From an optimization exercise on the open Yosys and OpenROAD flow, aimed at small area, a short achievable clock period and few clock cycles; shortcuts taken in it are not production practice.
No activity file was given, so power comes from the tool's default toggle rates.

run a:
==> flow/design.v <==
`timescale 1ns/10ps
module huffman(clk,
               reset,
               gray_valid,
               gray_data,
               CNT_valid,
               CNT1,
               CNT2,
               CNT3,
               CNT4,
               CNT5,
               CNT6,
               code_valid,
               HC1,
               HC2,
               HC3,
               HC4,
               HC5,
               HC6,
               M1,
               M2,
               M3,
               M4,
               M5,
               M6);
    input clk;
    input reset;
    input gray_valid;
    input [7:0] gray_data;
    output reg CNT_valid;
    output [7:0] CNT1, CNT2, CNT3, CNT4, CNT5, CNT6;
    output reg code_valid;
    output [7:0] HC1, HC2, HC3, HC4, HC5, HC6;
    output [7:0] M1, M2, M3, M4, M5, M6;
    reg gv_d;
    reg run;
    reg [6:0] cnt [0:5];
    reg [2:0] pos [0:5];
    reg [5:0] cw  [0:5];
    wire [5:0] ab [0:5];
    genvar q;
    generate
        for (q = 0; q < 6; q = q + 1) begin : msk
            assign ab[q] = {1'b0, ab[q][5:1] | cw[q][5:1]};
        end
    endgenerate
    reg ph;
    reg [4:0] gtr;
    wire active = run & ph;
    wire [4:0] gt;
    wire [4:0] sw;
    genvar g;
    generate
        for (g = 0; g < 5; g = g + 1) begin : cmp
            assign gt[g] = cnt[g] > cnt[g+1];
            if (g == 0) begin : f
                assign sw[g] = gtr[g];
            end else begin : n
                assign sw[g] = gtr[g] & ~gtr[g-1];
            end
        end
    endgenerate
    wire merge = active & ~|gtr;
    wire two_left = ~|{pos[0][2:1], pos[1][2:1], pos[2][2:1],
                       pos[3][2:1], pos[4][2:1], pos[5][2:1]};
    wire last = merge & two_left;
    wire [6:0] sum = cnt[0] + cnt[1];
    always @(posedge clk) begin
        if (reset) begin
            gv_d       <= 1'b0;
            CNT_valid  <= 1'b0;
            run        <= 1'b0;
            ph         <= 1'b0;
            code_valid <= 1'b0;
        end else begin
            gv_d       <= gray_valid;
            CNT_valid  <= gv_d & ~gray_valid;
            run        <= (CNT_valid | run) & ~last;
            ph         <= CNT_valid | (run & ~ph);
            code_valid <= last;
        end
    end
    integer i;
    always @(posedge clk) gtr <= gt;
    always @(posedge clk) begin
        for (i = 0; i < 6; i = i + 1) begin
            if (reset || last)
                cnt[i] <= 7'd0;
            else if (active) begin
                if (merge) begin
                    if (i == 0)
                        cnt[i] <= sum;
                    else if (i == 5)
                        cnt[i] <= 7'h7f;
                    else
                        cnt[i] <= cnt[(i+1)%6];
                end else if (i < 5 && sw[i%5])
                    cnt[i] <= cnt[(i+1)%6];
                else if (i > 0 && sw[(i+4)%5])
                    cnt[i] <= cnt[(i+5)%6];
            end else if (gray_valid && gray_data == 6 - i)
                cnt[i] <= cnt[i] + 7'd1;
        end
    end
    function [5:0] jdec(input [2:0] p);
        jdec = {p[2] & ~p[1], p[1] & ~p[0], p[2] & p[0],
                ~p[2] & p[1], ~p[1] & p[0], ~p[2] & ~p[0]};
    endfunction
    always @(posedge clk) begin
        for (i = 0; i < 6; i = i + 1) begin
            if (gray_valid) begin
                pos[i] <= (i == 0) ? 3'b100 : (i == 1) ? 3'b110 :
                          (i == 2) ? 3'b111 : (i == 3) ? 3'b011 :
                          (i == 4) ? 3'b001 : 3'b000;
                cw[i]  <= 6'd1;
            end else if (active) begin
                if (merge) begin
                    if (~pos[i][2] & ~pos[i][1]) begin
                        pos[i] <= 3'b000;
                        cw[i] <= (ab[i] & cw[i]) |
                                 (~ab[i] & cw[i] & {6{~pos[i][0]}}) |
                                 (~ab[i] & ~cw[i] & {cw[i][4:0], 1'b0});
                    end else
                        pos[i] <= {~pos[i][0], pos[i][2], pos[i][1]};
                end else begin
                    if (|(jdec(pos[i]) & {1'b0, sw}))
                        pos[i] <= {pos[i][1], pos[i][0], ~pos[i][2]};
                    else if (|(jdec(pos[i]) & {sw, 1'b0}))
                        pos[i] <= {~pos[i][0], pos[i][2], pos[i][1]};
                end
            end
        end
    end
    assign CNT1 = {1'b0, cnt[5]};
    assign CNT2 = {1'b0, cnt[4]};
    assign CNT3 = {1'b0, cnt[3]};
    assign CNT4 = {1'b0, cnt[2]};
    assign CNT5 = {1'b0, cnt[1]};
    assign CNT6 = {1'b0, cnt[0]};
    assign HC1 = {3'b0, cw[0][4:0] & ab[0][4:0]};
    assign HC2 = {3'b0, cw[1][4:0] & ab[1][4:0]};
    assign HC3 = {3'b0, cw[2][4:0] & ab[2][4:0]};
    assign HC4 = {3'b0, cw[3][4:0] & ab[3][4:0]};
    assign HC5 = {3'b0, cw[4][4:0] & ab[4][4:0]};
    assign HC6 = {3'b0, cw[5][4:0] & ab[5][4:0]};
    assign M1 = {3'b0, ab[0][4:0]};
    assign M2 = {3'b0, ab[1][4:0]};
    assign M3 = {3'b0, ab[2][4:0]};
    assign M4 = {3'b0, ab[3][4:0]};
    assign M5 = {3'b0, ab[4][4:0]};
    assign M6 = {3'b0, ab[5][4:0]};
endmodule
==> flow/config.mk <==
export PLATFORM = sky130hd
export DESIGN_NAME = huffman
export DESIGN_NICKNAME = huffman
export VERILOG_FILES = /design/flow/design.v
export SDC_FILE = /design/flow/constraint.sdc
export NUM_CORES = 4
export LEC_CHECK = 0
export ABC_CLOCK_PERIOD_IN_PS = 2500
export CAP_MARGIN = 20
export CORE_MARGIN = 2
export CORE_UTILIZATION = 50
export SETUP_SLACK_MARGIN = 3.5
export SLEW_MARGIN = 20
==> flow/constraint.sdc <==
create_clock -name core_clock -period 6.0 [get_ports {clk}]
set_input_delay 1.2000 -clock core_clock [delete_from_list [all_inputs] [get_ports {clk}]]
set_output_delay 1.2000 -clock core_clock [all_outputs]
set_load 0.01 [all_outputs]
run.sh (not shown) runs the stock make flow with config.mk's settings and CLKGATE_MAP_FILE= SYNTH_SCRIPT=/design/flow/synth_recipe.tcl, a recipe that flattens the netlist after the stock synthesis.
--- input diff run a..run b ---
--- a/flow/design.v
+++ b/flow/design.v
@@ -34,18 +34,12 @@
     output [7:0] M1, M2, M3, M4, M5, M6;
     reg gv_d;
     reg run;
     reg [6:0] cnt [0:5];
     reg [2:0] pos [0:5];
-    reg [5:0] cw  [0:5];
-    wire [5:0] ab [0:5];
-    genvar q;
-    generate
-        for (q = 0; q < 6; q = q + 1) begin : msk
-            assign ab[q] = {1'b0, ab[q][5:1] | cw[q][5:1]};
-        end
-    endgenerate
+    reg [4:0] hc  [0:5];
+    reg [4:0] mk  [0:5];
     reg ph;
     reg [4:0] gtr;
     wire active = run & ph;
     wire [4:0] gt;
     wire [4:0] sw;
@@ -110,18 +104,19 @@
         for (i = 0; i < 6; i = i + 1) begin
             if (gray_valid) begin
                 pos[i] <= (i == 0) ? 3'b100 : (i == 1) ? 3'b110 :
                           (i == 2) ? 3'b111 : (i == 3) ? 3'b011 :
                           (i == 4) ? 3'b001 : 3'b000;
-                cw[i]  <= 6'd1;
+                hc[i]  <= 5'd0;
+                mk[i]  <= 5'd0;
             end else if (active) begin
                 if (merge) begin
                     if (~pos[i][2] & ~pos[i][1]) begin
                         pos[i] <= 3'b000;
-                        cw[i] <= (ab[i] & cw[i]) |
-                                 (~ab[i] & cw[i] & {6{~pos[i][0]}}) |
-                                 (~ab[i] & ~cw[i] & {cw[i][4:0], 1'b0});
+                        mk[i] <= {mk[i][3:0], 1'b1};
+                        if (~pos[i][0])
+                            hc[i] <= hc[i] | (~mk[i] & {mk[i][3:0], 1'b1});
                     end else
                         pos[i] <= {~pos[i][0], pos[i][2], pos[i][1]};
                 end else begin
                     if (|(jdec(pos[i]) & {1'b0, sw}))
                         pos[i] <= {pos[i][1], pos[i][0], ~pos[i][2]};
@@ -135,18 +130,18 @@
     assign CNT2 = {1'b0, cnt[4]};
     assign CNT3 = {1'b0, cnt[3]};
     assign CNT4 = {1'b0, cnt[2]};
     assign CNT5 = {1'b0, cnt[1]};
     assign CNT6 = {1'b0, cnt[0]};
-    assign HC1 = {3'b0, cw[0][4:0] & ab[0][4:0]};
-    assign HC2 = {3'b0, cw[1][4:0] & ab[1][4:0]};
-    assign HC3 = {3'b0, cw[2][4:0] & ab[2][4:0]};
-    assign HC4 = {3'b0, cw[3][4:0] & ab[3][4:0]};
-    assign HC5 = {3'b0, cw[4][4:0] & ab[4][4:0]};
-    assign HC6 = {3'b0, cw[5][4:0] & ab[5][4:0]};
-    assign M1 = {3'b0, ab[0][4:0]};
-    assign M2 = {3'b0, ab[1][4:0]};
-    assign M3 = {3'b0, ab[2][4:0]};
-    assign M4 = {3'b0, ab[3][4:0]};
-    assign M5 = {3'b0, ab[4][4:0]};
-    assign M6 = {3'b0, ab[5][4:0]};
+    assign HC1 = {3'b0, hc[0]};
+    assign HC2 = {3'b0, hc[1]};
+    assign HC3 = {3'b0, hc[2]};
+    assign HC4 = {3'b0, hc[3]};
+    assign HC5 = {3'b0, hc[4]};
+    assign HC6 = {3'b0, hc[5]};
+    assign M1 = {3'b0, mk[0]};
+    assign M2 = {3'b0, mk[1]};
+    assign M3 = {3'b0, mk[2]};
+    assign M4 = {3'b0, mk[3]};
+    assign M5 = {3'b0, mk[4]};
+    assign M6 = {3'b0, mk[5]};
 endmodule
## What came out
For final sequential cell count, dividing the value from run b by the value from run a gives 1.2. Run b against run a: post-route non-filler standard cell count lost 41; routed wire length lost 1.0 mm. Delta(detailed router's first-iteration violation count, run b - run a) < 0. Post-cts repair resize count went down by more than half going from run a to run b. A critical path start-end classification of reg -> reg is what run b shows, while reg -> out belongs to run a. NOTE standard cell core area run a->run b increased slightly. Combinational power share: run b lower than run a. Run b reports a higher sequential share of layout area than run a does. Via count, run a and run b: smaller value in run b. The height of the die of run b and that of run a are within noise of each other. Diff run a -> run b: least setup slack across all paths after layout rose by 0.44 ns; mean instance size in the synthesized netlist has remained practically unchanged; number of standard cells after synthesis went up; share of the core filled with cells in the final layout lost 3.1 points.
No functional check of the RTL was part of any run of this note.

separate check: timing with driven ports:
In the flow no input, the clock included, has a driving cell. The finished layouts below were timed again as built, in two steps. Step 1 (the two cells are an assumption about what drives the block):
set clk [get_ports {clk}]
set_driving_cell -lib_cell sky130_fd_sc_hd__clkbuf_16 $clk
set_driving_cell -lib_cell sky130_fd_sc_hd__buf_2 [delete_from_list [all_inputs] $clk]
Step 2 moves the port delays by t, midway between the first and last clock arrival at a register: inputs arrive t later, outputs are due t later. That takes back most of the time a late clock gives input paths. a / b / c = no drivers / after step 1 / after step 2; a / b = the first two.
| run | t, ns | setup WS [ns] | worst setup path after step 2 | worst data-port slew with drivers (ns) | pins driven straight from the clock port |
|---|---|---|---|---|---|
| run a | 0.404 | 3.118 / 3.074 / 3.166 | input to register | 0.05 | 1 |
| run b | 0.472 | 3.559 / 3.559 / 3.109 | input to register | 0.04 | 1 |
After both steps setup and hold are still met in every run listed. For run b, which loses most, drivers alone change the setup slack by 0.000 ns; drivers and shift together by -0.450 ns.
